Source: an optimization exercise on an open RTL-to-GDS flow (aim: small area, a short achievable clock period and few clock cycles per item). Production flows keep margins and buffers that such runs may drop. RTL that was checked went through simulation tests only; none was proved equivalent to the original. The RTL of runs 2 and 3 was laid out without a check of its function.

==> flow/design.v (outline; a module is shown in full before it is edited, if it fits) <==
// module mac_s1: 627 lines
// module mac_s2: 66 lines
// module phase_ctrl: 97 lines
module phase_ctrl(
                  input             clk,
                  input             resetn,
                  input             i2c_wr,
                  input  [15:0]     i2c_wdata,
                  input  [3:0]      i2c_addr,
                  input             fifo_empty,
                  input  [17:0]     fifo_rdata,
                  output            fifo_rden,
                  output     [17:0] fifo_wdata,
                  output            fifo_wren,
                  input             fifo_almost_full
                 );
  // ...
==> flow/flow/run.sh <==
#!/bin/bash
# Own flow: the standard flow (standard.sh) with two extra netlist steps
# between Yosys and the rest of the layout.  Only combinational cells change;
# the registers are Yosys's own, with their names and cell types.
#  1. fa_polarity.py removes inverters around the full-adder cells: a full
#     adder fed complemented inputs computes complemented outputs.
#  2. remap.py + ABC (area.abc) re-map the plain logic (one plain &dch; &nf mapping, without
#     the sizing and buffering that the layout redoes), keeping the
#     flip-flops, full/half adders and tie cells as they are.
# The ports are buffered with the smallest buffer cell (buffer_ports
# -buffer_cell) instead of the delay cell buffer_ports picks by itself.
# Each step is proved equivalent to its input netlist (check_eq.ys); a step
# whose proof fails is dropped.
set -euo pipefail
W=$PWD
RES=$W/orfs/results/sky130hd/phase_ctrl/base
YOSYS=$FLOW_HOME/../tools/install/yosys/bin/yosys
LIB=$FLOW_HOME/platforms/sky130hd/lib/sky130_fd_sc_hd__tt_025C_1v80.lib

check() {  # check GOLD GATE LOG
    sed -e "s#LIBFILE#$LIB#" -e "s#GOLDFILE#$1#" -e "s#GATEFILE#$2#" flow/check_eq.ys > $3.ys
    "$YOSYS" -q $3.ys > $3.log 2>&1
}

bash standard.sh $RES/1_2_yosys.v > synth.log 2>&1
cp $RES/1_2_yosys.v $W/netlist_yosys.v
CUR=$W/netlist_yosys.v

if python3 flow/fa_polarity.py $CUR $W/netlist_fapol.v > fa_polarity.log 2>&1 &&
   check $CUR $W/netlist_fapol.v check_fapol; then
    CUR=$W/netlist_fapol.v
    echo "fa_polarity: used" >> fa_polarity.log
else
    echo "fa_polarity: dropped" >> fa_polarity.log
fi

if python3 flow/remap.py $LIB $CUR $W/netlist_remap.v $W/flow/area.abc > remap_run.ys 2> remap_py.log &&
   "$YOSYS" -q remap_run.ys > remap.log 2>&1 &&
   check $CUR $W/netlist_remap.v check_remap; then
    CUR=$W/netlist_remap.v
    echo "remap: used" >> remap.log
else
    echo "remap: dropped" >> remap.log
fi

cp $CUR $RES/1_2_yosys.v
bash standard.sh finish BUFFER_PORTS_ARGS="-buffer_cell sky130_fd_sc_hd__buf_1" > layout.log 2>&1
==> flow/flow/area.abc <==
&get -n
&st
&dch
&nf
&put
topo
==> flow/flow/check_eq.ys <==
# equivalence of the rewritten netlist (gate) with yosys's netlist (gold)
read_liberty -ignore_miss_func LIBFILE
read_verilog GOLDFILE
rename phase_ctrl gold
read_verilog GATEFILE
rename phase_ctrl gate
flatten
async2sync
equiv_make gold gate eq
hierarchy -top eq
equiv_simple -seq 2
equiv_status -assert
==> flow/flow/fa_polarity.py <==
#!/usr/bin/env python3
"""Remove inverters around full-adder cells in a Yosys netlist.

A full adder is self-dual: FA(~a, ~b, ~c) = (~sum, ~cout).  Each
sky130_fd_sc_hd__fa_* cell may therefore be "flipped" (fed complemented
inputs, producing complemented outputs).  This script chooses flips that
minimise the number of inverters needed, then rewrites the netlist.
The logic function of every port and flip-flop input is unchanged.

usage: fa_polarity.py in.v out.v
"""
import re
import sys

INV_RE = re.compile(r'^sky130_fd_sc_hd__(inv|clkinv)_\d+$')
FA_RE = re.compile(r'^sky130_fd_sc_hd__fa_\d+$')
OUT_PINS = {'X', 'Y', 'Q', 'Q_N', 'SUM', 'COUT', 'HI', 'LO'}

src = open(sys.argv[1]).read()
m = re.search(r'\bmodule\b.*?;', src, re.S)
head_end = m.end()
body_end = src.rindex('endmodule')
body = src[head_end:body_end]

# split body into statements
stmts = [s.strip() for s in body.split(';')]
decls, assigns, cells = [], [], []
inst_re = re.compile(r'^(\S+)\s+(\S+)\s*\((.*)\)$', re.S)
pin_re = re.compile(r'\.(\w+)\s*\(\s*(.*?)\s*\)\s*(?:,|$)', re.S)
for s in stmts:
    if not s:
        continue
    if re.match(r'^(wire|input|output|inout|reg)\b', s):
        decls.append(s)
    elif s.startswith('assign'):
        assigns.append(s)
    else:
        mm = inst_re.match(s)
        if not mm:
            sys.exit('cannot parse: ' + s[:200])
        typ, name, pins = mm.groups()
        pd = {}
        for p, n in pin_re.findall(pins + ','):
            pd[p] = n.strip()
        cells.append([typ, name, pd])

fixed_nets = set()
for d in decls:
    if re.match(r'^(input|output|inout)\b', d):
        for n in re.findall(r'(\\\S+|[A-Za-z_][\w$]*)\s*$', d):
            fixed_nets.add(n)
for a in assigns:
    for tok in re.findall(r'\\\S+|[A-Za-z_][\w$]*(?:\s*\[\d+\])?', a[len('assign'):]):
        fixed_nets.add(tok.split('[')[0].strip())
        fixed_nets.add(tok.replace(' ', ''))


def base(n):
    return n.split('[')[0].strip()


driver = {}
loads = {}
for ci, (typ, name, pd) in enumerate(cells):
    for p, n in pd.items():
        if p in OUT_PINS:
            driver[n] = (ci, p)
        else:
            loads.setdefault(n, []).append((ci, p))

# resolve each consumer pin to (root signal, parity) through inverter chains
inv_cells = set(ci for ci, c in enumerate(cells) if INV_RE.match(c[0]))
fa_cells = [ci for ci, c in enumerate(cells) if FA_RE.match(c[0])]


def root(n):
    par = 0
    seen = 0
    while n in driver and driver[n][0] in inv_cells and seen < 50:
        n = cells[driver[n][0]][2]['A']
        par ^= 1
        seen += 1
    return n, par


def is_fixed(n):
    return n in fixed_nets or base(n) in fixed_nets


# consumer list: every non-inverter pin, with the signal it needs
consumers = []          # (ci, pin, root, parity)
for ci, (typ, name, pd) in enumerate(cells):
    if ci in inv_cells:
        continue
    for p, n in pd.items():
        if p in OUT_PINS:
            continue
        r, par = root(n)
        consumers.append((ci, p, r, par))
# fixed nets driven through inverters (ports / assigns) are consumers too
port_consumers = []
for n in list(driver):
    if driver[n][0] in inv_cells and is_fixed(n):
        r, par = root(n)
        port_consumers.append((n, r, par))

fa_index = {ci: k for k, ci in enumerate(fa_cells)}
flip = [0] * len(fa_cells)


def src_flip(r):
    d = driver.get(r)
    if d and d[0] in fa_index:
        return flip[fa_index[d[0]]]
    return 0


def need_inv(ci, r, par):
    """Does consumer (cell ci) of signal r with wanted parity par need an inverter?"""
    v = par ^ src_flip(r)
    if ci in fa_index:
        v ^= flip[fa_index[ci]]
    return v


def cost():
    need = set()
    for ci, p, r, par in consumers:
        if need_inv(ci, r, par):
            need.add(r)
    for n, r, par in port_consumers:
        if par ^ src_flip(r):
            need.add(r)
    # a flipped FA whose output net is fixed needs an inverter to restore it
    for ci in fa_cells:
        if flip[fa_index[ci]]:
            for p in ('SUM', 'COUT'):
                if is_fixed(cells[ci][2][p]):
                    need.add(cells[ci][2][p] + '#fixed')
    return len(need)


best = cost()
orig_inv = len(inv_cells)
improved = True
passes = 0
while improved and passes < 20:
    improved = False
    passes += 1
    for k in range(len(fa_cells)):
        flip[k] ^= 1
        c = cost()
        if c < best:
            best = c
            improved = True
        else:
            flip[k] ^= 1
sys.stderr.write('fa_polarity: %d FAs, %d flipped, inverters %d -> %d\n'
                 % (len(fa_cells), sum(flip), orig_inv, best))

# rebuild: physical net of a root r carries r ^ src_flip(r).
new_cells = []
inv_of = {}        # root -> net carrying the complement of the physical net
counter = [0]
extra_wires = []


def fresh(prefix):
    counter[0] += 1
    n = '\\fapol_%s_%d ' % (prefix, counter[0])
    extra_wires.append(n)
    return n


# physical net names: a flipped FA output that is a fixed net must be renamed
phys = {}
for ci in fa_cells:
    if flip[fa_index[ci]]:
        for p in ('SUM', 'COUT'):
            n = cells[ci][2][p]
            phys[n] = fresh('o')
fixed_renamed = [n for n in phys if is_fixed(n)]


def phys_net(r):
    return phys.get(r, r)


def inverted(r):
    if r not in inv_of:
        o = fresh('n')
        inv_of[r] = o
        new_cells.append(['sky130_fd_sc_hd__inv_1', '\\fapol_inv_%d ' % counter[0],
                          {'A': phys_net(r), 'Y': o}])
    return inv_of[r]


for ci, (typ, name, pd) in enumerate(cells):
    if ci in inv_cells:
        continue
    npd = {}
    for p, n in pd.items():
        if p in OUT_PINS:
            npd[p] = phys_net(n) if ci in fa_index else n
            continue
        r, par = root(n)
        if need_inv(ci, r, par):
            npd[p] = inverted(r)
        else:
            npd[p] = phys_net(r)
    if ci in fa_index and flip[fa_index[ci]]:
        name = '\\fapol_fa_%d ' % ci     # a flipped cell computes complemented values
    new_cells.append([typ, name, npd])
# restore fixed nets: renamed FA outputs and port nets driven by inverters
for n in fixed_renamed:
    o = phys[n]
    new_cells.append(['sky130_fd_sc_hd__inv_1', '\\fapol_fix_%d ' % len(new_cells), {'A': o, 'Y': n}])
for n, r, par in port_consumers:
    v = par ^ src_flip(r)
    if v:
        new_cells.append(['sky130_fd_sc_hd__inv_1', '\\fapol_port_%d ' % len(new_cells), {'A': phys_net(r), 'Y': n}])
    else:
        new_cells.append(['sky130_fd_sc_hd__buf_1', '\\fapol_port_%d ' % len(new_cells), {'A': phys_net(r), 'X': n}])

out = [src[:head_end], '\n']
for d in decls:
    out.append('  %s ;\n' % d)
for w in extra_wires:
    out.append('  wire %s ;\n' % w)
for a in assigns:
    out.append('  %s ;\n' % a)
for typ, name, pd in new_cells:
    out.append('  %s %s (%s);\n' % (typ, name, ', '.join('.%s(%s )' % (p, n) for p, n in pd.items())))
out.append('endmodule\n')
open(sys.argv[2], 'w').write(''.join(out))
==> flow/flow/remap.py <==
#!/usr/bin/env python3
"""Write a Yosys script that re-maps the plain logic of a netlist with ABC
for area.  Flip-flops, full/half adders and tie cells are kept as they are
(same instances, same names); only the other combinational cells change.

usage: remap.py LIB IN.v OUT.v SCRIPT.abc > remap_run.ys
"""
import re
import sys

lib, src, dst, script = sys.argv[1:5]
text = open(src).read()
types = sorted(set(re.findall(r'^\s*(sky130_fd_sc_hd__\w+)\s', text, re.M)))
keep = [t for t in types if re.match(r'sky130_fd_sc_hd__(e?df|sdf|fa_|ha_|conb)', t)]
libcells = re.findall(r'^\s*cell\s*\(\s*"?(\w+)"?\s*\)', open(lib).read(), re.M)
dont = [c for c in libcells if re.search(r'lpflow|probe', c)]
print('read_liberty -ignore_miss_func %s' % lib)
print('read_verilog %s' % src)
print('hierarchy -top phase_ctrl')
print('setattr -mod -set keep_hierarchy 1 %s' % ' '.join(keep))
print('flatten')
print('opt_clean')
print('abc -liberty %s %s -script %s' % (lib, ' '.join('-dont_use %s' % c for c in dont), script))
print('opt_clean -purge')
print('hilomap -singleton -hicell sky130_fd_sc_hd__conb_1 HI -locell sky130_fd_sc_hd__conb_1 LO')
print('insbuf -buf sky130_fd_sc_hd__buf_4 A X')
print('splitnets')
print('opt_clean -purge')
print('select phase_ctrl')
print('write_verilog -noattr -nohex -nodec -selected %s' % dst)
==> flow/standard.sh <==
#!/bin/bash
# synth_recipe.tcl (not shown) runs the flow's synth.tcl, then flattens the netlist and writes it again
# the make line also repeats each setting of config.mk as NAME=value (left out here)
make -C /OpenROAD-flow-scripts/flow DESIGN_CONFIG=/design/flow/config.mk WORK_HOME=/design/flow/orfs CLKGATE_MAP_FILE= SYNTH_SCRIPT=/design/flow/synth_recipe.tcl "${@:-finish}"
==> flow/config.mk <==
export PLATFORM = sky130hd
export DESIGN_NAME = phase_ctrl
export DESIGN_NICKNAME = phase_ctrl
export VERILOG_FILES = /design/flow/design.v
export SDC_FILE = /design/flow/constraint.sdc
export NUM_CORES = 4
export LEC_CHECK = 0
export ABC_CLOCK_PERIOD_IN_PS = 3600
export CAP_MARGIN = 20
export CORE_MARGIN = 2
export CORE_UTILIZATION = 40
export CTS_CLUSTER_DIAMETER = 100
export CTS_CLUSTER_SIZE = 25
export SETUP_SLACK_MARGIN = 4.3
export SLEW_MARGIN = 20
==> flow/constraint.sdc <==
create_clock -name core_clock -period 8.0 [get_ports {clk}]
set_input_delay 1.6000 -clock core_clock [delete_from_list [all_inputs] [get_ports {clk}]]
set_output_delay 1.6000 -clock core_clock [all_outputs]
set_load 0.01 [all_outputs]
==> results_dict.tcl, run 1 <==
set metrics [dict create \
    cp_num_cells 7 \
    multi_input_area_share 0.5069 \
    worstSkewPairLatency_ns 0.53 \
    placed_cells 2164 \
    status "timing/DRC/antenna clean" \
    multi_input_gates 1108 \
    grt_overflow_total 0 \
    reg_top3 "X x80, ae x24, be x24" \
    area_growth_syn_to_layout_pct 10.93 \
    wl_per_cell_um 22.52 \
    drt-total-wl_mm 49.95 \
    setup_violations 0 \
    grt_pass1_wl_mm 76.74 \
    regMostFlops "X" \
    drc 0 \
    finalSetupTns_ns 0 \
    placed_area_um2 19770 \
    min_from "H1[9]" \
    grt_use_met2 0.3441 \
    nNetsFinal 1883 \
    final_cell_mix "208 x edfxtp_1, 199 x xnor2_1, 191 x fa_1, 144 x a22oi_1, 141 x nand2_1" \
    tightest_slew_ns 1.025 \
    routedLengthMet1_mm 21.63 \
    first_pass_iters 6 \
    die_area_um2 48330 \
    seq_share 0.3790 \
    met2WireLength_mm 23.64 \
    reg2reg_from "be[14]" \
    crit_path_end_kind "flop" \
    clk_pin_slew_ns 0.10 \
    syn_avg_cell_area_um2 12.57 \
    crit_start "be[14]" \
    post_cts_resized 21 \
    crit_path_end "X[55]" \
]
Testbench counts, summed over its fixed seeds: cycles 2,336, frames 384.
==> module mac_s2, before the edit <==
module mac_s2(input [79:0] x, output [15:0] y);
wire q0 = x[16] ^ x[17] ^ x[18];
wire q1 = (x[16] & x[17]) | (x[16] & x[18]) | (x[17] & x[18]);
wire q2 = x[20] ^ x[21] ^ x[22];
wire q3 = (x[20] & x[21]) | (x[20] & x[22]) | (x[21] & x[22]);
wire q4 = x[23] ^ q1;
wire q5 = x[23] & q1;
wire q6 = x[24] ^ x[25] ^ x[26];
wire q7 = (x[24] & x[25]) | (x[24] & x[26]) | (x[25] & x[26]);
wire q8 = x[27] ^ q3 ^ q6;
wire q9 = (x[27] & q3) | (x[27] & q6) | (q3 & q6);
wire q10 = x[28] ^ x[29] ^ x[30];
wire q11 = (x[28] & x[29]) | (x[28] & x[30]) | (x[29] & x[30]);
wire q12 = x[31] ^ q7 ^ q10;
wire q13 = (x[31] & q7) | (x[31] & q10) | (q7 & q10);
wire q14 = x[32] ^ x[33] ^ x[34];
wire q15 = (x[32] & x[33]) | (x[32] & x[34]) | (x[33] & x[34]);
wire q16 = x[35] ^ q11 ^ q14;
wire q17 = (x[35] & q11) | (x[35] & q14) | (q11 & q14);
wire q18 = x[36] ^ x[37] ^ x[38];
wire q19 = (x[36] & x[37]) | (x[36] & x[38]) | (x[37] & x[38]);
wire q20 = x[39] ^ q15 ^ q18;
wire q21 = (x[39] & q15) | (x[39] & q18) | (q15 & q18);
wire q22 = x[40] ^ x[41] ^ x[42];
wire q23 = (x[40] & x[41]) | (x[40] & x[42]) | (x[41] & x[42]);
wire q24 = x[43] ^ q19 ^ q22;
wire q25 = (x[43] & q19) | (x[43] & q22) | (q19 & q22);
wire q26 = x[44] ^ x[45] ^ x[46];
wire q27 = (x[44] & x[45]) | (x[44] & x[46]) | (x[45] & x[46]);
wire q28 = x[47] ^ q23 ^ q26;
wire q29 = (x[47] & q23) | (x[47] & q26) | (q23 & q26);
wire q30 = x[48] ^ x[49] ^ x[50];
wire q31 = (x[48] & x[49]) | (x[48] & x[50]) | (x[49] & x[50]);
wire q32 = x[51] ^ q27 ^ q30;
wire q33 = (x[51] & q27) | (x[51] & q30) | (q27 & q30);
wire q34 = x[52] ^ x[53] ^ x[54];
wire q35 = (x[52] & x[53]) | (x[52] & x[54]) | (x[53] & x[54]);
wire q36 = x[55] ^ q31 ^ q34;
wire q37 = (x[55] & q31) | (x[55] & q34) | (q31 & q34);
wire q38 = x[56] ^ x[57] ^ x[58];
wire q39 = (x[56] & x[57]) | (x[56] & x[58]) | (x[57] & x[58]);
wire q40 = x[59] ^ q35 ^ q38;
wire q41 = (x[59] & q35) | (x[59] & q38) | (q35 & q38);
wire q42 = x[60] ^ x[61] ^ x[62];
wire q43 = (x[60] & x[61]) | (x[60] & x[62]) | (x[61] & x[62]);
wire q44 = x[63] ^ q39 ^ q42;
wire q45 = (x[63] & q39) | (x[63] & q42) | (q39 & q42);
wire q46 = x[64] ^ x[65] ^ x[66];
wire q47 = (x[64] & x[65]) | (x[64] & x[66]) | (x[65] & x[66]);
wire q48 = x[67] ^ q43 ^ q46;
wire q49 = (x[67] & q43) | (x[67] & q46) | (q43 & q46);
wire q50 = x[68] ^ x[69] ^ x[70];
wire q51 = (x[68] & x[69]) | (x[68] & x[70]) | (x[69] & x[70]);
wire q52 = x[71] ^ q47 ^ q50;
wire q53 = (x[71] & q47) | (x[71] & q50) | (q47 & q50);
wire q54 = x[72] ^ x[73] ^ x[74];
wire q55 = (x[72] & x[73]) | (x[72] & x[74]) | (x[73] & x[74]);
wire q56 = x[75] ^ q51 ^ q54;
wire q57 = (x[75] & q51) | (x[75] & q54) | (q51 & q54);
wire q58 = x[76] ^ x[77] ^ x[78];
wire q59 = (x[76] & x[77]) | (x[76] & x[78]) | (x[77] & x[78]);
wire q60 = x[79] ^ q55 ^ q58;
wire q61 = (x[79] & q55) | (x[79] & q58) | (q55 & q58);
wire [23:0] sum = {q57, q53, q49, q45, q41, q37, q33, q29, q25, q21, q17, q13, q9, q5, q2, x[19], x[14], x[12], x[10], x[8], x[6], x[4], x[2], x[0]} + {q60, q56, q52, q48, q44, q40, q36, q32, q28, q24, q20, q16, q12, q8, q4, q0, x[15], x[13], x[11], x[9], x[7], x[5], x[3], x[1]};
assign y = sum[23:8];
endmodule
==> module phase_ctrl, before the edit <==
module phase_ctrl(
                  input             clk,
                  input             resetn,
                  input             i2c_wr,
                  input  [15:0]     i2c_wdata,
                  input  [3:0]      i2c_addr,
                  input             fifo_empty,
                  input  [17:0]     fifo_rdata,
                  output            fifo_rden,
                  output     [17:0] fifo_wdata,
                  output            fifo_wren,
                  input             fifo_almost_full
                 );
localparam NX = 80;
wire [23:0] enc_a, enc_b;
genvar k;
generate
    for (k = 0; k < 8; k = k + 1) begin : benc
        wire hi  = i2c_wdata[2*k+1];
        wire mid = i2c_wdata[2*k];
        wire lo  = (k == 0) ? 1'b0 : i2c_wdata[(k == 0) ? 0 : 2*k-1];
        wire one = mid ^ lo;
        wire two = (hi & ~mid & ~lo) | (~hi & mid & lo);
        assign enc_a[3*k+2:3*k] = {hi, two, one};
        assign enc_b[3*k+2:3*k] = {~hi, two, one};
    end
endgenerate
reg [23:0] ae;   
reg [23:0] be;   
always @(posedge clk or negedge resetn) begin
    if (!resetn) begin
        ae <= 24'h001000;
        be <= 24'h925924;
    end else if (i2c_wr) begin
        if (i2c_addr == 4'd0) ae <= enc_a;
        if (i2c_addr == 4'd1) be <= enc_b;
    end
end
reg [8:0] sr;
reg [2:0] credit;        
reg       hv;            
reg       adv;           
wire mid = |sr[4:0];
wire ov = |sr[8:3];      
wire can_wr = |credit;
wire idle = ~|sr;
assign fifo_rden = (adv & mid) | (adv & ~fifo_empty);
assign fifo_wren = ov & can_wr;
wire       ov_n = adv ? |sr[7:2] : ov;
wire [2:0] credit_n = (fifo_almost_full ? (idle ? 3'd0 : credit) : 3'd6) - {2'b00, fifo_wren};
always @(posedge clk or negedge resetn) begin
    if (!resetn) begin
        sr <= 9'd0;
        hv <= 1'b0;
    end else if (adv) begin
        sr <= {sr[7:0], ~mid & ~fifo_empty};
        if (sr[6]) hv <= 1'b1;
    end
end
always @(posedge clk or negedge resetn) begin
    if (!resetn) begin
        credit <= 3'd0;
        adv <= 1'b1;
    end else begin
        credit <= credit_n;
        adv <= ~ov_n | (|credit_n);
    end
end
reg  [15:0]   W;
reg  [15:0]   H0, H1, H2, H3, H4;
reg  [NX-1:0] X;
reg  [15:0]   Y, D;
wire [NX-1:0] x_n;
wire [15:0]   y_n;
wire        rot = sr[1] | sr[2] | sr[3] | sr[5] | sr[6];
wire [15:0] P = H0 & {16{hv}};
mac_s1 s1(.ae(ae), .be(be), .W(W), .P(P), .x(x_n));
mac_s2 s2(.x(X), .y(y_n));
always @(posedge clk) begin
    if (adv) begin
        W <= fifo_rdata[15:0];
        X <= x_n;
        Y <= y_n;
        D <= Y;
        if (rot) begin
            H0 <= H1;
            H1 <= H2;
            H2 <= H3;
            H3 <= H4;
            H4 <= W;
        end
    end
end
assign fifo_wdata = sr[3] ? {2'b01, fifo_rdata[15:0]} :
                    (sr[4] | sr[5] | sr[6]) ? {2'b00, D} :
                    {sr[8], 1'b0, Y};
endmodule
==> run 2: changes to the inputs <==
--- a/flow/design.v
+++ b/flow/design.v
@@ -1,9 +1,9 @@
-module mac_s1(input [23:0] ae, input [23:0] be, input [15:0] W, input [15:0] P, output [79:0] x);
+module mac_s1(input [23:0] ae, input [23:0] be, input [15:0] W, input [15:0] P, output [68:0] x);
 wire p0 = ((ae[0] & W[0])) ^ ae[2];
 wire p1 = ((ae[0] & W[1]) | (ae[1] & W[0])) ^ ae[2];
 wire p2 = ((ae[0] & W[2]) | (ae[1] & W[1])) ^ ae[2];
 wire p3 = ((ae[0] & W[3]) | (ae[1] & W[2])) ^ ae[2];
 wire p4 = ((ae[0] & W[4]) | (ae[1] & W[3])) ^ ae[2];
 wire p5 = ((ae[0] & W[5]) | (ae[1] & W[4])) ^ ae[2];
 wire p6 = ((ae[0] & W[6]) | (ae[1] & W[5])) ^ ae[2];
 wire p7 = ((ae[0] & W[7]) | (ae[1] & W[6])) ^ ae[2];
@@ -618,99 +618,106 @@
 wire p616 = p83 ^ p97 ^ p597;
 wire p617 = (p83 & p97) | (p83 & p597) | (p97 & p597);
 wire p618 = p599 ^ p601 ^ p612;
 wire p619 = (p599 & p601) | (p599 & p612) | (p601 & p612);
 wire p620 = p614 ^ p603 ^ p605;
 wire p621 = (p614 & p603) | (p614 & p605) | (p603 & p605);
 wire p622 = p616 ^ p618 ^ p607;
 wire p623 = (p616 & p618) | (p616 & p607) | (p618 & p607);
-assign x = {p622, p611, p620, p609, p595, p610, p608, p606, p594, p579, p592, p577, p559, p578, p576, p574, p558, p537, p539, p556, p536, p515, p538, p513, p514, p512, p489, p491, p488, p490, p463, p465, p462, p464, p439, p437, p438, p436, p411, p413, p410, p412, p391, p408, p390, p388, p386, p369, p368, p366, p364, p349, p348, p333, p350, p331, p332, p319, p330, p317, p303, p301, p318, p316, p302, p300, p288, p286, p274, p272, p262, p264, p254, p252, p248, p246, p241, p242, p240, p120};
+wire [6:0] lo_sum = {1'b0, p272, p264, p252, p246, p242, p120} + {1'b0, p274, p262, p254, p248, p241, p240};
+assign x = {p622, p611, p620, p609, p595, p610, p608, p606, p594, p579, p592, p577, p559, p578, p576, p574, p558, p537, p539, p556, p536, p515, p538, p513, p514, p512, p489, p491, p488, p490, p463, p465, p462, p464, p439, p437, p438, p436, p411, p413, p410, p412, p391, p408, p390, p388, p386, p369, p368, p366, p364, p349, p348, p333, p350, p331, p332, p319, p330, p317, p303, p301, p318, p316, p302, p300, lo_sum[6], p288, p286};
 endmodule
-module mac_s2(input [79:0] x, output [15:0] y);
-wire q0 = x[16] ^ x[17] ^ x[18];
-wire q1 = (x[16] & x[17]) | (x[16] & x[18]) | (x[17] & x[18]);
-wire q2 = x[20] ^ x[21] ^ x[22];
-wire q3 = (x[20] & x[21]) | (x[20] & x[22]) | (x[21] & x[22]);
-wire q4 = x[23] ^ q1;
-wire q5 = x[23] & q1;
-wire q6 = x[24] ^ x[25] ^ x[26];
-wire q7 = (x[24] & x[25]) | (x[24] & x[26]) | (x[25] & x[26]);
-wire q8 = x[27] ^ q3 ^ q6;
-wire q9 = (x[27] & q3) | (x[27] & q6) | (q3 & q6);
-wire q10 = x[28] ^ x[29] ^ x[30];
-wire q11 = (x[28] & x[29]) | (x[28] & x[30]) | (x[29] & x[30]);
-wire q12 = x[31] ^ q7 ^ q10;
-wire q13 = (x[31] & q7) | (x[31] & q10) | (q7 & q10);
-wire q14 = x[32] ^ x[33] ^ x[34];
-wire q15 = (x[32] & x[33]) | (x[32] & x[34]) | (x[33] & x[34]);
-wire q16 = x[35] ^ q11 ^ q14;
-wire q17 = (x[35] & q11) | (x[35] & q14) | (q11 & q14);
-wire q18 = x[36] ^ x[37] ^ x[38];
-wire q19 = (x[36] & x[37]) | (x[36] & x[38]) | (x[37] & x[38]);
-wire q20 = x[39] ^ q15 ^ q18;
-wire q21 = (x[39] & q15) | (x[39] & q18) | (q15 & q18);
-wire q22 = x[40] ^ x[41] ^ x[42];
-wire q23 = (x[40] & x[41]) | (x[40] & x[42]) | (x[41] & x[42]);
-wire q24 = x[43] ^ q19 ^ q22;
-wire q25 = (x[43] & q19) | (x[43] & q22) | (q19 & q22);
-wire q26 = x[44] ^ x[45] ^ x[46];
-wire q27 = (x[44] & x[45]) | (x[44] & x[46]) | (x[45] & x[46]);
-wire q28 = x[47] ^ q23 ^ q26;
-wire q29 = (x[47] & q23) | (x[47] & q26) | (q23 & q26);
-wire q30 = x[48] ^ x[49] ^ x[50];
-wire q31 = (x[48] & x[49]) | (x[48] & x[50]) | (x[49] & x[50]);
-wire q32 = x[51] ^ q27 ^ q30;
-wire q33 = (x[51] & q27) | (x[51] & q30) | (q27 & q30);
-wire q34 = x[52] ^ x[53] ^ x[54];
-wire q35 = (x[52] & x[53]) | (x[52] & x[54]) | (x[53] & x[54]);
-wire q36 = x[55] ^ q31 ^ q34;
-wire q37 = (x[55] & q31) | (x[55] & q34) | (q31 & q34);
-wire q38 = x[56] ^ x[57] ^ x[58];
-wire q39 = (x[56] & x[57]) | (x[56] & x[58]) | (x[57] & x[58]);
-wire q40 = x[59] ^ q35 ^ q38;
-wire q41 = (x[59] & q35) | (x[59] & q38) | (q35 & q38);
-wire q42 = x[60] ^ x[61] ^ x[62];
-wire q43 = (x[60] & x[61]) | (x[60] & x[62]) | (x[61] & x[62]);
-wire q44 = x[63] ^ q39 ^ q42;
-wire q45 = (x[63] & q39) | (x[63] & q42) | (q39 & q42);
-wire q46 = x[64] ^ x[65] ^ x[66];
-wire q47 = (x[64] & x[65]) | (x[64] & x[66]) | (x[65] & x[66]);
-wire q48 = x[67] ^ q43 ^ q46;
-wire q49 = (x[67] & q43) | (x[67] & q46) | (q43 & q46);
-wire q50 = x[68] ^ x[69] ^ x[70];
-wire q51 = (x[68] & x[69]) | (x[68] & x[70]) | (x[69] & x[70]);
-wire q52 = x[71] ^ q47 ^ q50;
-wire q53 = (x[71] & q47) | (x[71] & q50) | (q47 & q50);
-wire q54 = x[72] ^ x[73] ^ x[74];
-wire q55 = (x[72] & x[73]) | (x[72] & x[74]) | (x[73] & x[74]);
-wire q56 = x[75] ^ q51 ^ q54;
-wire q57 = (x[75] & q51) | (x[75] & q54) | (q51 & q54);
-wire q58 = x[76] ^ x[77] ^ x[78];
-wire q59 = (x[76] & x[77]) | (x[76] & x[78]) | (x[77] & x[78]);
-wire q60 = x[79] ^ q55 ^ q58;
-wire q61 = (x[79] & q55) | (x[79] & q58) | (q55 & q58);
-wire [23:0] sum = {q57, q53, q49, q45, q41, q37, q33, q29, q25, q21, q17, q13, q9, q5, q2, x[19], x[14], x[12], x[10], x[8], x[6], x[4], x[2], x[0]} + {q60, q56, q52, q48, q44, q40, q36, q32, q28, q24, q20, q16, q12, q8, q4, q0, x[15], x[13], x[11], x[9], x[7], x[5], x[3], x[1]};
+module mac_s2(input [68:0] x, output [15:0] y);
+wire q0 = x[0] ^ x[1];
+wire q1 = x[0] & x[1];
+wire q2 = x[3] ^ x[4];
+wire q3 = x[3] & x[4];
+wire q4 = x[5] ^ x[6] ^ x[7];
+wire q5 = (x[5] & x[6]) | (x[5] & x[7]) | (x[6] & x[7]);
+wire q6 = x[8] ^ q3;
+wire q7 = x[8] & q3;
+wire q8 = x[10] ^ x[11] ^ x[12];
+wire q9 = (x[10] & x[11]) | (x[10] & x[12]) | (x[11] & x[12]);
+wire q10 = x[9] ^ q5 ^ q7;
+wire q11 = (x[9] & q5) | (x[9] & q7) | (q5 & q7);
+wire q12 = x[13] ^ x[14] ^ x[15];
+wire q13 = (x[13] & x[14]) | (x[13] & x[15]) | (x[14] & x[15]);
+wire q14 = x[16] ^ q9 ^ q12;
+wire q15 = (x[16] & q9) | (x[16] & q12) | (q9 & q12);
+wire q16 = x[17] ^ x[18] ^ x[19];
+wire q17 = (x[17] & x[18]) | (x[17] & x[19]) | (x[18] & x[19]);
+wire q18 = x[20] ^ q13 ^ q16;
+wire q19 = (x[20] & q13) | (x[20] & q16) | (q13 & q16);
+wire q20 = x[21] ^ x[22] ^ x[23];
+wire q21 = (x[21] & x[22]) | (x[21] & x[23]) | (x[22] & x[23]);
+wire q22 = x[24] ^ q17 ^ q20;
+wire q23 = (x[24] & q17) | (x[24] & q20) | (q17 & q20);
+wire q24 = x[25] ^ x[26] ^ x[27];
+wire q25 = (x[25] & x[26]) | (x[25] & x[27]) | (x[26] & x[27]);
+wire q26 = x[28] ^ q21 ^ q24;
+wire q27 = (x[28] & q21) | (x[28] & q24) | (q21 & q24);
+wire q28 = x[29] ^ x[30] ^ x[31];
+wire q29 = (x[29] & x[30]) | (x[29] & x[31]) | (x[30] & x[31]);
+wire q30 = x[32] ^ q25 ^ q28;
+wire q31 = (x[32] & q25) | (x[32] & q28) | (q25 & q28);
+wire q32 = x[33] ^ x[34] ^ x[35];
+wire q33 = (x[33] & x[34]) | (x[33] & x[35]) | (x[34] & x[35]);
+wire q34 = x[36] ^ q29 ^ q32;
+wire q35 = (x[36] & q29) | (x[36] & q32) | (q29 & q32);
+wire q36 = x[37] ^ x[38] ^ x[39];
+wire q37 = (x[37] & x[38]) | (x[37] & x[39]) | (x[38] & x[39]);
+wire q38 = x[40] ^ q33 ^ q36;
+wire q39 = (x[40] & q33) | (x[40] & q36) | (q33 & q36);
+wire q40 = x[41] ^ x[42] ^ x[43];
+wire q41 = (x[41] & x[42]) | (x[41] & x[43]) | (x[42] & x[43]);
+wire q42 = x[44] ^ q37 ^ q40;
+wire q43 = (x[44] & q37) | (x[44] & q40) | (q37 & q40);
+wire q44 = x[45] ^ x[46] ^ x[47];
+wire q45 = (x[45] & x[46]) | (x[45] & x[47]) | (x[46] & x[47]);
+wire q46 = x[48] ^ q41 ^ q44;
+wire q47 = (x[48] & q41) | (x[48] & q44) | (q41 & q44);
+wire q48 = x[49] ^ x[50] ^ x[51];
+wire q49 = (x[49] & x[50]) | (x[49] & x[51]) | (x[50] & x[51]);
+wire q50 = x[52] ^ q45 ^ q48;
+wire q51 = (x[52] & q45) | (x[52] & q48) | (q45 & q48);
+wire q52 = x[53] ^ x[54] ^ x[55];
+wire q53 = (x[53] & x[54]) | (x[53] & x[55]) | (x[54] & x[55]);
+wire q54 = x[56] ^ q49 ^ q52;
+wire q55 = (x[56] & q49) | (x[56] & q52) | (q49 & q52);
+wire q56 = x[57] ^ x[58] ^ x[59];
+wire q57 = (x[57] & x[58]) | (x[57] & x[59]) | (x[58] & x[59]);
+wire q58 = x[60] ^ q53 ^ q56;
+wire q59 = (x[60] & q53) | (x[60] & q56) | (q53 & q56);
+wire q60 = x[61] ^ x[62] ^ x[63];
+wire q61 = (x[61] & x[62]) | (x[61] & x[63]) | (x[62] & x[63]);
+wire q62 = x[64] ^ q57 ^ q60;
+wire q63 = (x[64] & q57) | (x[64] & q60) | (q57 & q60);
+wire q64 = x[65] ^ x[66] ^ x[67];
+wire q65 = (x[65] & x[66]) | (x[65] & x[67]) | (x[66] & x[67]);
+wire q66 = x[68] ^ q61 ^ q64;
+wire q67 = (x[68] & q61) | (x[68] & q64) | (q61 & q64);
+wire [23:0] sum = {q63, q59, q55, q51, q47, q43, q39, q35, q31, q27, q23, q19, q15, q11, q8, q4, q1, x[2], 1'b0, 1'b0, 1'b0, 1'b0, 1'b0, 1'b0} + {q66, q62, q58, q54, q50, q46, q42, q38, q34, q30, q26, q22, q18, q14, q10, q6, q2, q0, 1'b0, 1'b0, 1'b0, 1'b0, 1'b0, 1'b0};
 assign y = sum[23:8];
 endmodule
 `timescale 1ns/1ps
 module phase_ctrl(
                   input             clk,
                   input             resetn,
                   input             i2c_wr,
                   input  [15:0]     i2c_wdata,
                   input  [3:0]      i2c_addr,
                   input             fifo_empty,
                   input  [17:0]     fifo_rdata,
                   output            fifo_rden,
                   output     [17:0] fifo_wdata,
                   output            fifo_wren,
                   input             fifo_almost_full
                  );
-localparam NX = 80;
+localparam NX = 69;
 wire [23:0] enc_a, enc_b;
 genvar k;
 generate
     for (k = 0; k < 8; k = k + 1) begin : benc
         wire hi  = i2c_wdata[2*k+1];
         wire mid = i2c_wdata[2*k];
         wire lo  = (k == 0) ? 1'b0 : i2c_wdata[(k == 0) ? 0 : 2*k-1];
         wire one = mid ^ lo;
@@ -729,40 +736,48 @@
         if (i2c_addr == 4'd0) ae <= enc_a;
         if (i2c_addr == 4'd1) be <= enc_b;
     end
 end
 reg [8:0] sr;
 reg [2:0] credit;        
 reg       hv;            
 reg       adv;           
+reg       rd_okn;        
+reg       rd_gon;        
 wire mid = |sr[4:0];
 wire ov = |sr[8:3];      
 wire can_wr = |credit;
 wire idle = ~|sr;
-assign fifo_rden = (adv & mid) | (adv & ~fifo_empty);
+assign fifo_rden = ~(rd_gon & (rd_okn | fifo_empty));    
 assign fifo_wren = ov & can_wr;
 wire       ov_n = adv ? |sr[7:2] : ov;
 wire [2:0] credit_n = (fifo_almost_full ? (idle ? 3'd0 : credit) : 3'd6) - {2'b00, fifo_wren};
+wire       adv_n = ~ov_n | (|credit_n);
+wire       mid_n = adv ? (|sr[3:0]) | (~mid & ~fifo_empty) : mid;
 always @(posedge clk or negedge resetn) begin
     if (!resetn) begin
         sr <= 9'd0;
         hv <= 1'b0;
     end else if (adv) begin
         sr <= {sr[7:0], ~mid & ~fifo_empty};
         if (sr[6]) hv <= 1'b1;
     end
 end
 always @(posedge clk or negedge resetn) begin
     if (!resetn) begin
         credit <= 3'd0;
         adv <= 1'b1;
+        rd_okn <= 1'b0;
+        rd_gon <= 1'b1;
     end else begin
         credit <= credit_n;
-        adv <= ~ov_n | (|credit_n);
+        adv <= adv_n;
+        rd_okn <= ~adv_n;
+        rd_gon <= ~(adv_n & mid_n);
     end
 end
 reg  [15:0]   W;
 reg  [15:0]   H0, H1, H2, H3, H4;
 reg  [NX-1:0] X;
 reg  [15:0]   Y, D;
 wire [NX-1:0] x_n;
 wire [15:0]   y_n;
--- a/flow/flow/run.sh
+++ b/flow/flow/run.sh
@@ -1,16 +1,15 @@
 #!/bin/bash
 # Own flow: the standard flow (standard.sh) with two extra netlist steps
 # between Yosys and the rest of the layout.  Only combinational cells change;
 # the registers are Yosys's own, with their names and cell types.
 #  1. fa_polarity.py removes inverters around the full-adder cells: a full
 #     adder fed complemented inputs computes complemented outputs.
-#  2. remap.py + ABC (area.abc) re-map the plain logic (one plain &dch; &nf mapping, without
-#     the sizing and buffering that the layout redoes), keeping the
+#  2. remap.py + ABC (area.abc) re-map the plain logic for area, keeping the
 #     flip-flops, full/half adders and tie cells as they are.
 # The ports are buffered with the smallest buffer cell (buffer_ports
 # -buffer_cell) instead of the delay cell buffer_ports picks by itself.
 # Each step is proved equivalent to its input netlist (check_eq.ys); a step
 # whose proof fails is dropped.
 set -euo pipefail
 W=$PWD
 RES=$W/orfs/results/sky130hd/phase_ctrl/base
==> flow/flow/area.abc (replaced) <==
&get -n
&st
&dch -f
&nf -R 20
&st
&syn2
&dch -f
&nf -R 20
&st
&synch2
&nf -R 20
&put
topo
stime -c
==> run 2 against run 1 <==
Still clean. Worst hold slack worse by 0.0047 ns. Maximum frequency shrank 3.5%. Non-clock buffer count unchanged. Via count shrank 4.4%. Global-route usage grew 0.42 points. Cell area decreased by 1.6%. Largest cell class unchanged.
==> results_dict.tcl, run 2 <==
set metrics [dict create \
    finalClockSkew_ns 0.02565 \
    fmax_mhz 263.8 \
    globalplace.congestion 0.9170 \
    cts_tree "built" \
    finalSetupTns_ns 0 \
    synth_area_um2 18070 \
    fin_ws_ns 4.210 \
    reg_top3 "X x69, ae x24, be x24" \
    antenna_found_initial 0 \
    die_area_um2 46890 \
    fp.coreArea_um2 44410 \
    area_growth_syn_to_layout_pct 12.53 \
    rsz0062_at_grt "yes" \
    wl_per_cell_um 23.32 \
    clk_path_buf_depth 3 \
    initial_core_util 0.4069 \
    die_w_um 216.6 \
    syn_nets 1691 \
    crit_path_end "Y[14]" \
    clock_sinks 261 \
    syn_avg_cell_area_um2 12.83 \
    yosys_warnings 1 \
    num_vias 11930 \
    start_kind "flop" \
    n_antenna_cell 0 \
    place.port_buffers 60 \
    pin_count 63 \
    vias_per_cell 5.600 \
    drc 0 \
    worstSkewPairLatency_ns 0.54 \
    grt_pass1_wl_mm 75.84 \
    nNetsFinal 1812 \
    die_y_um 216.6 \
    row_count 77 \
    final_cell_mix "239 x xnor2_1, 205 x a22oi_1, 197 x edfxtp_1, 189 x fa_1, 102 x clkinv_1" \
    slew_viol_final 0 \
    reg2reg_to "Y[14]" \
    reg2reg_from "X[29]" \
    min-delay-path-class "flop to flop" \
    final_common_cell "xnor2_1" \
    grt_max_degree 84 \
    relSlewSlack 0.3017 \
    syn-instance-count 1408 \
    drive_gt1_frac 0.1021 \
    maxCapViolCount 0 \
    crit_start "X[29]" \
    crit_path_end_kind "flop" \
    htreeDepth 1 \
    grt_pass1_vias 12350 \
    cp.required_ns 8.29 \
    hold_violations 0 \
    ant_nets 0 \
    period_minus_slack_ns 3.790 \
    ff2ff_path_depth 16 \
    gr-usage-all-layers 0.2141 \
    largest_reg_flops 69 \
    grt_overflow_total 0 \
    drt_iter0_drc 1281 \
    regMostFlops "X" \
    critical_path_class "flop to flop" \
    cts_root_buf "clkbuf_16" \
    clk_pin_slew_ns 0.10 \
    drt-total-wl_mm 49.68 \
    cp_max_fo 4 \
    status "timing/DRC/antenna clean" \
    setup_violations 0 \
    arrival_ns 4.08 \
    post-dp-hpwl_mm 34.84 \
    first_pass_iters 5 \
    place_ws_ns 3.423 \
    cts_buffers 16 \
    fin_crit_sh 0.4738 \
    tightest_slew_ns 1.048 \
    reg2reg_slack_ns 4.21 \
]
-- run 2: cell count changes in the layout (fill, tap and decap cells not counted), sizes merged, moves of 9 or more --
cell,before,now
nand2,141,82
edfxtp,208,197
nor2,43,33
xnor2,199,242
a22o,57,0
xor2,74,36
clkinv,101,110
a22oi,144,216
a21oi,42,24
a32oi,15,0
and2,9,26
-- run 2: through the flow --
step	area (µm²)	utilization	hold slack, ns	std cells
final	20330	0.4578	0.4065	2130
after global routing	20330	0.4578	0.4097	2130
after CTS	19850	0.4470	0.4095	2106
after detailed placement	19180	0.4318	0.4045	2074
after global placement	19180	0.4318	0.4001	2074
after floorplan	18100	-	0.4003	1408
-- run 2: worst min path at each step --
stage,cells past startpoint,startpoint,endpoint,slack [ns]
finish,0,H1[0],H0[0],0.41
global route,0,H1[0],H0[0],0.41
CTS,0,H1[9],H0[9],0.41
detailed placement,0,H1[9],H0[9],0.40
global placement,0,H1[13],H0[13],0.40
floorplan,0,H1[0],H0[0],0.40
-- run 2: layer usage --
metal  GRT usage  wire, µm  vias to the layer above
li1            -         -                     5235
met1      0.2883     20600                     6061
met2      0.3432     23530                      526
met3     0.04309      3994                      107
met4     0.07945      1553                        0
met5           0         0                        -
-- run 2: area by class of cell --
type,instances,area (µm²)
timing repair buffer,104,685.7
fill,4015,24080
sequential,261,7548
clock buffer,20,415.4
tap,592,740.7
multi-input combinational,1034,10410
clock inverter,7,87.58
inverter,112,445.4
-- run 2: timing repair --
| item | 4_1_cts | 5_1_grt |
|---|---|---|
| gates resized for setup | 67 | 61 |
| buffers inserted | 5 | 24 |
| hold buffers | 0 | 0 |
| endpoints found under the setup margin | 72 | 32 |
| pin swaps | 15 | 20 |
-- run 2: worst max-delay path, cell delays in order, from the launching register on --
cell	delay, ns
edfxtp_1	0.40
fa_1	0.51
fa_2	0.58
ha_4	0.22
nand4_1	0.16
o21ai_2	0.08
o21bai_4	0.18
o21a_1	0.19
o21ai_1	0.12
nand2b_1	0.11
and2_4	0.19
o21ai_4	0.14
nor2b_4	0.19
nor2b_2	0.06
o21a_1	0.19
o21ai_1	0.15
a21oi_1	0.08
==> run 3: changes to the inputs <==
--- a/flow/config.mk
+++ b/flow/config.mk
@@ -11,5 +11,5 @@
 export CORE_UTILIZATION = 40
 export CTS_CLUSTER_DIAMETER = 100
 export CTS_CLUSTER_SIZE = 25
-export SETUP_SLACK_MARGIN = 4.3
+export SETUP_SLACK_MARGIN = 4.38
 export SLEW_MARGIN = 20
==> run 3 against run 2 <==
Critical path depth unchanged. Largest cell class unchanged. Worst hold slack barely moved. Register-to-register slack about the same. Critical endpoint is now Y[13]. Clock skew is 0.010 ns higher. Maximum frequency down 0.30%.
==> results_dict.tcl, run 3 <==
set metrics [dict create \
    drive_gt1_frac 0.1517 \
    relSlewSlack 0.3363 \
    cts_root_buf "clkbuf_16" \
    htreeDepth 1 \
    multiInputGateArea_um2 10510 \
    post-dp-hpwl_mm 35.43 \
    initial_core_util 0.4069 \
    seqCellArea_um2 7570 \
    clock_sinks 261 \
    path_buf_inv 1 \
    worstSkewPairLatency_ns 0.55 \
    regMostFlops "X" \
    place.port_buffers 60 \
    grt_pass1_vias 12460 \
    min_from "H1[9]" \
    setup_violations 0 \
    whs_path_depth 0 \
    clk_pin_slew_ns 0.10 \
    largest_reg_flops 69 \
    synth_area_um2 18070 \
    reg2reg_from "X[31]" \
    max_stage_delay_ns 0.56 \
    gr-usage-all-layers 0.2164 \
    reg2reg_slack_ns 4.20 \
    finalClockSkew_ns 0.03593 \
    rsz0062_at_grt "yes" \
    fin_crit_sh 0.4752 \
    place_ws_ns 3.614 \
    ant_nets 0 \
    arrival_ns 4.09 \
    fin_ws_ns 4.198 \
    pin_count 63 \
    cp_num_cells 16 \
    hold_violations 0 \
    n_fill_cell 4004 \
    final_common_cell "xnor2_1" \
    fmax_mhz 263.0 \
    reg2reg_to "Y[13]" \
    first_pass_iters 6 \
    grt_max_degree 81 \
    wl_per_cell_um 23.31 \
    cp_slowest_cell "fa_1" \
    min-delay-path-class "flop to flop" \
    ff2ff_path_depth 16 \
    cp_top_family "adder cells" \
    vias_per_cell 5.576 \
    grt_overflow_total 0 \
    slew_viol_final 0 \
    cp_max_fo 4 \
    period_minus_slack_ns 3.802 \
    grt_pass1_wl_mm 76.42 \
    finalSetupTns_ns 0 \
    cts_buffers 16 \
    maxCapViolCount 0 \
    final_cell_mix "237 x xnor2_1, 197 x edfxtp_1, 196 x a22oi_1, 190 x fa_1, 99 x clkinv_1" \
    fp.coreArea_um2 44410 \
    syn_nets 1691 \
    area_growth_syn_to_layout_pct 15.04 \
    yosys_warnings 1 \
    drt_iter0_drc 1162 \
    num_vias 12080 \
    antenna_found_initial 1 \
    row_count 77 \
    crit_path_end_kind "flop" \
    critical_path_class "flop to flop" \
    n_antenna_cell 0 \
    status "timing/DRC/antenna clean" \
    clk_path_buf_depth 3 \
    path_cells "fa_1, fa_1, ha_4, nand4_1, buf_4, nor3_4, o21a_1, o21ai_2, nand2b_1, and2_4, o21ai_4, nor2b_4, nor2b_2, o21a_1, nor2_1, xnor2_1" \
    syn_avg_cell_area_um2 12.83 \
    nNetsFinal 1848 \
    postCtsHoldBufs 0 \
    syn-instance-count 1408 \
    holdPathEnd "H0[9]" \
    die_area_um2 46890 \
    reg_top3 "X x69, ae x24, be x24" \
    cts_tree "built" \
    drc 0 \
    drt-total-wl_mm 50.52 \
    start_kind "flop" \
    die_y_um 216.6 \
    tightest_slew_ns 0.9956 \
    die_w_um 216.6 \
    cp.required_ns 8.29 \
    globalplace.congestion 0.9335 \
]
run 3: cell count changes in the layout (fill, tap and decap cells not counted), sizes merged:
cell	change
and2	+1
buf	+24
clkinvlp	+2
clkinv	-1
clkbuf	+12
inv	-1
run 3: cell type report:
class,instances,area share
multi-input combinational,1035,0.5054
sequential,261,0.3641
timing repair buffer,139,0.04827
tap,592,0.03563
inverter,112,0.02227
clock buffer,21,0.02016
clock inverter,7,0.004153
run 3: worst max-delay path by stage:
stage / startpoint / endpoint / slack, ns
4_1_cts: X[31] / Y[14] / 4.19
5_1_grt: X[15] / Y[14] / 3.97
2_1_floorplan: X[25] / Y[14] / 4.38
3_5_place_dp: hv / X[36] / 3.61
3_3_place_gp: hv / X[36] / 3.59
6_report: X[31] / Y[13] / 4.20
run 3: metal layers:
metal	up-vias	global-route usage	routed length [µm]
li1	5303	-	-
met4	0	0.07397	2031
met1	6123	0.2934	20960
met5	-	0	0
met2	546	0.3514	23670
met3	112	0.03888	3859
run 3: stage by stage:
stage                     instances  area (µm²)  hold slack (ns)  utilization
after floorplan                1408       18130           0.4003            -
after global placement         2074       19210           0.4006       0.4325
after detailed placement       2074       19210           0.4045       0.4325
after CTS                      2129       20170           0.4070       0.4542
after global routing           2167       20790           0.4163       0.4681
final                          2167       20790           0.4064       0.4681
run 3: what timing repair did:
action / CTS / global route
cloned: 0 / 1
buffers inserted: 27 / 37
gates resized for setup: 99 / 99
setup endpoints to repair: 89 / 44
pin swaps: 10 / 15
==> run 4: changes to the inputs <==
--- a/flow/design.v
+++ b/flow/design.v
@@ -741,18 +741,14 @@
 reg [2:0] credit;        
 reg       hv;            
 reg       adv;           
-reg       rd_okn;        
-reg       rd_gon;        
 wire mid = |sr[4:0];
 wire ov = |sr[8:3];      
 wire can_wr = |credit;
 wire idle = ~|sr;
-assign fifo_rden = ~(rd_gon & (rd_okn | fifo_empty));    
+assign fifo_rden = (adv & mid) | (adv & ~fifo_empty);
 assign fifo_wren = ov & can_wr;
 wire       ov_n = adv ? |sr[7:2] : ov;
 wire [2:0] credit_n = (fifo_almost_full ? (idle ? 3'd0 : credit) : 3'd6) - {2'b00, fifo_wren};
-wire       adv_n = ~ov_n | (|credit_n);
-wire       mid_n = adv ? (|sr[3:0]) | (~mid & ~fifo_empty) : mid;
 always @(posedge clk or negedge resetn) begin
     if (!resetn) begin
         sr <= 9'd0;
@@ -766,13 +762,9 @@
     if (!resetn) begin
         credit <= 3'd0;
         adv <= 1'b1;
-        rd_okn <= 1'b0;
-        rd_gon <= 1'b1;
     end else begin
         credit <= credit_n;
-        adv <= adv_n;
-        rd_okn <= ~adv_n;
-        rd_gon <= ~(adv_n & mid_n);
+        adv <= ~ov_n | (|credit_n);
     end
 end
 reg  [15:0]   W;
--- a/flow/config.mk
+++ b/flow/config.mk
@@ -11,5 +11,6 @@
 export CORE_UTILIZATION = 40
 export CTS_CLUSTER_DIAMETER = 100
 export CTS_CLUSTER_SIZE = 25
-export SETUP_SLACK_MARGIN = 4.38
+export SETUP_SLACK_MARGIN = 4.3
 export SLEW_MARGIN = 20
+export TNS_END_PERCENT = 10
==> run 4 against run 3 <==
Still clean on timing, DRC and antenna. Highest routed layer unchanged. Worst hold slack improved by 0.010 ns. Die area about the same. Synthesized area is essentially flat.
==> results_dict.tcl, run 4 <==
set metrics [dict create \
    status "timing/DRC/antenna clean" \
    wl_per_cell_um 22.98 \
    grt_max_degree 79 \
    final_cell_mix "245 x xnor2_1, 197 x edfxtp_1, 190 x fa_1, 160 x a22oi_1, 99 x clkinv_1" \
    syn-instance-count 1402 \
    cts_buffers 15 \
    path_cells "buf_4, and2_0, a22oi_1, xnor2_1, fa_1, fa_1, fa_1, fa_1" \
    yosys_warnings 1 \
    final_common_cell "xnor2_1" \
    htreeDepth 1 \
    nNetsFinal 1802 \
    cp_top_family "adder cells" \
    n_antenna_cell 0 \
    cts_tree "built" \
    min-delay-path-class "flop to flop" \
    tightest_slew_ns 0.9957 \
    first_pass_iters 5 \
    clk_path_buf_depth 3 \
    cp_max_fo 8 \
    syn_avg_cell_area_um2 12.89 \
    clk_pin_slew_ns 0.10 \
    hold_violations 0 \
    syn_nets 1685 \
    met3_usage 0.03593 \
    cp.required_ns 8.27 \
    largest_reg_flops 69 \
    fp.coreArea_um2 44410 \
    rsz0062_at_grt "yes" \
    vias_per_cell 5.576 \
    clock_sinks 259 \
    final_cell_area_um2 20140 \
    drc 0 \
    grt_pass1_vias 12100 \
    fin_crit_sh 0.4674 \
    fin_util 0.4534 \
    fmax_mhz 267.4 \
    regMostFlops "X" \
    area_growth_syn_to_layout_pct 11.46 \
    placed_area_um2 19190 \
    place.port_buffers 60 \
    grt_use_met1 0.2873 \
    arrival_ns 4.01 \
    cp_slowest_cell "fa_1" \
    period_minus_slack_ns 3.739 \
    busiest_layer "met2" \
    grt_use_met2 0.3396 \
    gr-usage-all-layers 0.2106 \
    num_vias 11820 \
    finalClockSkew_ns 0.02160 \
    post-dp-hpwl_mm 34.51 \
    max_stage_delay_ns 0.52 \
    drt_iter0_drc 1100 \
    start_kind "flop" \
    globalplace.congestion 0.9007 \
    slew_viol_final 0 \
    crit_path_end_kind "flop" \
    critical_path_class "flop to flop" \
    die_y_um 216.5 \
    reg_top3 "X x69, ae x24, be x24" \
    cts_root_buf "clkbuf_16" \
    die_area_um2 46880 \
    synth_area_um2 18070 \
    path_buf_inv 1 \
    pin_count 63 \
    n_fill_cell 4056 \
    maxCapViolCount 0 \
    antenna_found_initial 1 \
    grt_overflow_total 0 \
    ant_nets 0 \
    worstSkewPairLatency_ns 0.53 \
    row_count 77 \
    grt_pass1_wl_mm 74.89 \
    finalSetupTns_ns 0 \
    relSlewSlack 0.3362 \
    drt-total-wl_mm 48.73 \
    drive_gt1_frac 0.08115 \
    setup_violations 0 \
    die_w_um 216.5 \
    initial_core_util 0.4068 \
    path_common_cell "fa_1" \
]
-- run 4: layer usage --
metal	routed length (µm)	vias to the layer above
met5	0	-
met2	22870	493
met4	1739	0
li1	-	5246
met1	20530	5991
met3	3588	92
-- run 4: area by class of cell --
class / instances / area [µm²] / share of cell area
Multi-Input combinational cell: 1031 / 10380 / 0.5155
Sequential cell: 259 / 7496 / 0.3723
Tap cell: 592 / 740.7 / 0.03679
Timing Repair Buffer: 101 / 595.6 / 0.02958
Inverter: 111 / 446.7 / 0.02218
Clock buffer: 22 / 426.7 / 0.02119
Clock inverter: 4 / 50.05 / 0.002486
-- run 4: worst paths after layout --
kind                             start  depth (start not counted)  slack (ns)         to
worst max register to register      hv                          8        4.26      X[36]
max in group asynchronous       resetn                          2        6.19     ae[11]
worst max-delay path                hv                          8        4.26      X[36]
worst min register to register  H1[14]                          0        0.42     H0[14]
worst min-delay path            H1[14]                          0        0.42     H0[14]
min in group asynchronous       resetn                          2        1.21  credit[2]
-- run 4: timing repair --
action	in CTS	in global routing
gates cloned	0	0
endpoints found under the setup margin	78	35
hold buffers	0	0
pin swaps	12	12
buffers inserted	8	15
gates resized for setup	61	21
-- run 4: per-stage QoR --
stage	hold slack, ns	worst slack, ns	instances
6_report	0.4164	4.261	2120
5_1_grt	0.4274	4.197	2120
4_1_cts	0.4207	4.243	2105
3_5_place_dp	0.4045	3.413	2071
3_3_place_gp	0.4009	3.446	2071
2_1_floorplan	0.4003	4.025	1402
Testbench counts of run 4, summed over its fixed seeds: cycles 2,336, frames 384.
==> run 5: changes to the inputs <==
--- a/flow/config.mk
+++ b/flow/config.mk
@@ -13,4 +13,3 @@
 export CTS_CLUSTER_SIZE = 25
 export SETUP_SLACK_MARGIN = 4.3
 export SLEW_MARGIN = 20
-export TNS_END_PERCENT = 10
==> run 5 against run 4 <==
Highest routed layer unchanged. Global-route usage is 0.25 points higher. Core utilization is 0.23 points higher. Register-to-register slack better by 0.12 ns. Flip-flop and latch count stayed put. Critical path depth is 4 lower. Wire length is 0.97% higher. Clock skew is 0.0016 ns lower. Synthesized area stayed put. Via count is 0.64% higher.
==> results_dict.tcl, run 5 <==
set metrics [dict create \
    finalSetupTns_ns 0 \
    globalplace.congestion 0.9219 \
    synth_area_um2 18070 \
    arrival_ns 2.03 \
    hold_violations 0 \
    grt_max_degree 68 \
    place.port_buffers 60 \
    syn_avg_cell_area_um2 12.89 \
    n_antenna_cell 0 \
    path_buf_inv 2 \
    rsz0062_at_grt "yes" \
    status "timing/DRC/antenna clean" \
    area_growth_syn_to_layout_pct 12.02 \
    drt-total-wl_mm 49.20 \
    clock_sinks 259 \
    cp.required_ns 6.40 \
    post-dp-hpwl_mm 34.47 \
    finalClockSkew_ns 0.01995 \
    row_count 77 \
    crit_start "fifo_empty" \
    grt_overflow_total 0 \
    grt_pass1_vias 12270 \
    vias_per_cell 5.599 \
    met3_usage 0.03298 \
    worstSkewPairLatency_ns 0.52 \
    syn_nets 1685 \
    cp_slowest_cell "buf_1" \
    drt_iter0_drc 1049 \
    initial_core_util 0.4068 \
    final_cell_mix "245 x xnor2_1, 197 x edfxtp_1, 191 x fa_1, 162 x a22oi_1, 99 x clkinv_1" \
    postCtsHoldBufs 0 \
    crit_path_end "fifo_rden" \
    grt_use_met2 0.3390 \
    yosys_warnings 1 \
    fmax_mhz 275.7 \
    clk_pin_slew_ns 0.09 \
    wl_per_cell_um 23.15 \
    reg_top3 "X x69, ae x24, be x24" \
    start_kind "input port" \
    nNetsFinal 1808 \
    path_cells "buf_1, nand2b_1, nand2_1, buf_1" \
    gr-usage-all-layers 0.2132 \
    ant_nets 0 \
    crit_path_end_kind "primary output" \
    htreeDepth 1 \
    cts_tree "built" \
    die_y_um 216.5 \
    period_minus_slack_ns 3.628 \
    finalHoldWorstSlack_ns 0.4209 \
    cp_num_cells 4 \
    final_common_cell "xnor2_1" \
    path_common_cell "buf_1" \
    reg2reg_to "X[60]" \
    largest_reg_flops 69 \
    antenna_found_initial 0 \
    busiest_layer "met2" \
    fin_crit_sh 0.4534 \
    cts_root_buf "clkbuf_16" \
    reg2reg_slack_ns 4.38 \
    reg2reg_from "W[5]" \
    grt_pass1_wl_mm 75.68 \
    relSlewSlack 0.2995 \
    maxCapViolCount 0 \
    pin_count 63 \
    ff2ff_path_depth 7 \
    first_pass_iters 6 \
    max_stage_delay_ns 0.15 \
    num_vias 11900 \
    syn-instance-count 1402 \
    drc 0 \
    cp_max_fo 2 \
    tightest_slew_ns 1.051 \
    regMostFlops "X" \
    slew_viol_final 0 \
    fp.coreArea_um2 44410 \
    drive_gt1_frac 0.09393 \
    die_w_um 216.5 \
    grt_use_met1 0.2930 \
    critical_path_class "input port to primary output" \
    cp_top_family "buffers and inverters" \
    cts_buffers 14 \
    setup_violations 0 \
    clk_path_buf_depth 3 \
    die_area_um2 46880 \
    min-delay-path-class "flop to flop" \
]
-- run 5: final cells by class --
type	count	area, µm²
sequential	259	7507
multi-input combinational	1031	10370
tap	592	740.7
inverter	111	450.4
timing repair buffer	108	732.0
clock buffer	22	422.9
clock inverter	2	16.27
fill	4052	24180
-- run 5: layer usage --
layer | routed length, µm | share of wire
met2 | 22760 | 0.46
met3 | 3009 | 0.061
met4 | 1961 | 0.040
met5 | 0 | 0
met1 | 21470 | 0.44
-- run 5: worst min path at each step --
| stage | start | end | slack (ns) | depth (start not counted) |
|---|---|---|---|---|
| 6_report | H1[14] | H0[14] | 0.42 | 0 |
| 5_1_grt | H1[11] | H0[11] | 0.43 | 0 |
| 4_1_cts | H1[11] | H0[11] | 0.43 | 0 |
| 3_5_place_dp | H1[10] | H0[10] | 0.40 | 0 |
| 3_3_place_gp | H4[10] | H3[10] | 0.40 | 0 |
| 2_1_floorplan | H1[0] | H0[0] | 0.40 | 0 |
-- run 5: repair_timing --
action,4_1_cts,5_1_grt
setup buffers,8,29
endpoints found under the setup margin,77,32
resized for setup,49,54
pin swaps,13,12
-- run 5: per-stage QoR --
stage                       util  instance area (µm²)  std cells  setup WS, ns
after floorplan                -                18080       1402         4.317
after global placement    0.4311                19140       2064         3.537
after detailed placement  0.4311                19140       2064         3.483
after CTS                 0.4461                19810       2096         4.203
after global routing      0.4556                20240       2125         4.248
final                     0.4556                20240       2125         4.372
==> run 6: changes to the inputs <==
--- a/flow/config.mk
+++ b/flow/config.mk
@@ -9,6 +9,7 @@
 export CAP_MARGIN = 20
 export CORE_MARGIN = 2
 export CORE_UTILIZATION = 40
+export CTS_BUF_LIST = sky130_fd_sc_hd__clkbuf_8 sky130_fd_sc_hd__clkbuf_16
 export CTS_CLUSTER_DIAMETER = 100
 export CTS_CLUSTER_SIZE = 25
 export SETUP_SLACK_MARGIN = 4.3
==> run 6 against run 5 <==
Worst hold slack barely moved. Critical path type is now flop to flop. Flip-flop and latch count unchanged. Core utilization unchanged. Clock skew shrank 0.0033 ns. Sequential share of layout area unchanged. Setup slack worse by 0.0058 ns. Via count is essentially flat. Critical path depth up 3. Register-to-register slack about the same.
==> results_dict.tcl, run 6 <==
set metrics [dict create \
    status "timing/DRC/antenna clean" \
    critical_path_class "flop to flop" \
    htreeDepth 1 \
    vias_per_cell 5.602 \
    drc 0 \
    clk_path_buf_depth 3 \
    place_ws_ns 3.483 \
    area_growth_syn_to_layout_pct 12.02 \
    start_kind "flop" \
    max_stage_delay_ns 1.06 \
    grt_max_degree 68 \
    cts_buffers 14 \
    die_y_um 216.5 \
    cp_slowest_cell "edfxtp_1" \
    cp.required_ns 8.26 \
    row_count 77 \
    grt_overflow_total 0 \
    setup_violations 0 \
    nNetsFinal 1808 \
    min-delay-path-class "flop to flop" \
    cp_top_family "adder cells" \
    fin_crit_sh 0.4542 \
    first_pass_iters 5 \
    fin_ws_ns 4.367 \
    die_w_um 216.5 \
    path_common_cell "fa_1" \
    clock_sinks 259 \
    fp.coreArea_um2 44410 \
    n_antenna_cell 0 \
    grt_pass1_vias 12270 \
    post-dp-hpwl_mm 34.47 \
    min_from "H1[14]" \
    syn_avg_cell_area_um2 12.89 \
    reg_top3 "X x69, ae x24, be x24" \
    synth_area_um2 18070 \
    syn_nets 1685 \
    yosys_warnings 1 \
    drt_iter0_drc 1066 \
    regMostFlops "X" \
    initial_core_util 0.4068 \
    crit_start "W[5]" \
    final_common_cell "xnor2_1" \
    ant_nets 0 \
    place.port_buffers 60 \
    relSlewSlack 0.2912 \
    cts_root_buf "clkbuf_16" \
    num_vias 11910 \
    gr-usage-all-layers 0.2132 \
    cts_tree "built" \
    crit_path_end_kind "flop" \
    arrival_ns 3.89 \
    period_minus_slack_ns 3.633 \
    clk_pin_slew_ns 0.09 \
    finalClockSkew_ns 0.01665 \
    globalplace.congestion 0.9219 \
    cp_max_fo 17 \
    maxCapViolCount 0 \
    slew_viol_final 0 \
    grt_pass1_wl_mm 75.68 \
    syn-instance-count 1402 \
    final_cell_mix "245 x xnor2_1, 197 x edfxtp_1, 191 x fa_1, 162 x a22oi_1, 99 x clkinv_1" \
    path_cells "a22oi_1, xnor2_1, fa_1, fa_1, fa_1, clkinv_1, fa_1" \
]
## run 6: per-stage QoR
step | util | cell area [µm²] | std cells
final | 0.4556 | 20240 | 2125
after global routing | 0.4556 | 20240 | 2125
after CTS | 0.4461 | 19810 | 2096
after detailed placement | 0.4311 | 19140 | 2064
after global placement | 0.4311 | 19140 | 2064
after floorplan | - | 18080 | 1402
## run 6: cell type report
cell class,instances,area (µm²)
Sequential cell,259,7507
Fill cell,4052,24180
Inverter,111,450.4
Tap cell,592,740.7
Clock inverter,8,38.79
Timing Repair Buffer,108,732.0
Multi-Input combinational cell,1031,10370
Clock buffer,16,400.4
## run 6: repair_timing
action	in CTS	in global routing
hold buffers	0	0
pin swaps	13	12
endpoints found under the hold margin	0	0
setup buffers	8	29
gates resized for setup	49	54
cloned	0	0
setup endpoints to repair	77	32
## run 6: final timing paths
path | endpoint | slack, ns | cells after the start
min reg2reg | H0[14] | 0.42 | 0
max reg2reg | X[60] | 4.37 | 7
min in group asynchronous | credit[0] | 1.24 | 2
min | H0[14] | 0.42 | 0
max in group asynchronous | be[10] | 6.15 | 2
max | X[60] | 4.37 | 7
## run 6: per-layer routing
metal | vias up | global-route usage | wire, µm
met5 | - | 0 | 0
met1 | 6100 | 0.2930 | 21300
met4 | 0 | 0.08676 | 1822
li1 | 5256 | - | -
met2 | 462 | 0.3390 | 22920
met3 | 87 | 0.03298 | 3081
## run 6: worst register-to-register path: cells and delay by family, from the launching register on
kind | cells | cell delay [ns]
buf+inv | 1 | 0.09
xor+xnor | 1 | 0.21
flops | 1 | 1.06
fa+ha+maj | 4 | 1.83
compound gates | 1 | 0.20

re-timing with driven ports:
No port has a modelled driver above. Below, the same layouts with a new extraction and two added sets of constraints.
Step 1: set_driving_cell puts a clkbuf_16 on clk and a buf_2 on each other input, an assumption about the parent block.
Step 2 also shifts input and output timing later by t, the mid clock arrival at the registers, as if the neighbouring blocks saw the same clock.
Three values: ideal, step 1, step 2; two values: the first two.
run | shift t [ns] | setup slack, ns | hold WS [ns] | clock arrival spread, ns | cell pins on the clock port's net
run 1 | 0.576 | 4.344 / 4.344 / 4.344 | 0.411 / 0.411 / 0.411 | 0.024 / 0.024 | 1
run 2 | 0.585 | 4.210 / 4.210 / 4.210 | 0.406 / 0.406 / 0.406 | 0.026 / 0.025 | 1
run 3 | 0.584 | 4.198 / 4.198 / 4.198 | 0.406 / 0.406 / 0.406 | 0.038 / 0.038 | 1
run 4 | 0.573 | 4.261 / 4.247 / 4.247 | 0.416 / 0.416 / 0.416 | 0.022 / 0.022 | 1
run 5 | 0.561 | 4.372 / 4.344 / 4.344 | 0.421 / 0.421 / 0.421 | 0.020 / 0.020 | 1
run 6 | 0.558 | 4.367 / 4.344 / 4.344 | 0.421 / 0.421 / 0.421 | 0.017 / 0.017 | 1
After both steps every run listed still meets setup and hold. For run 5, which loses most, drivers alone change the setup slack by -0.028 ns; drivers and shift together by -0.028 ns.
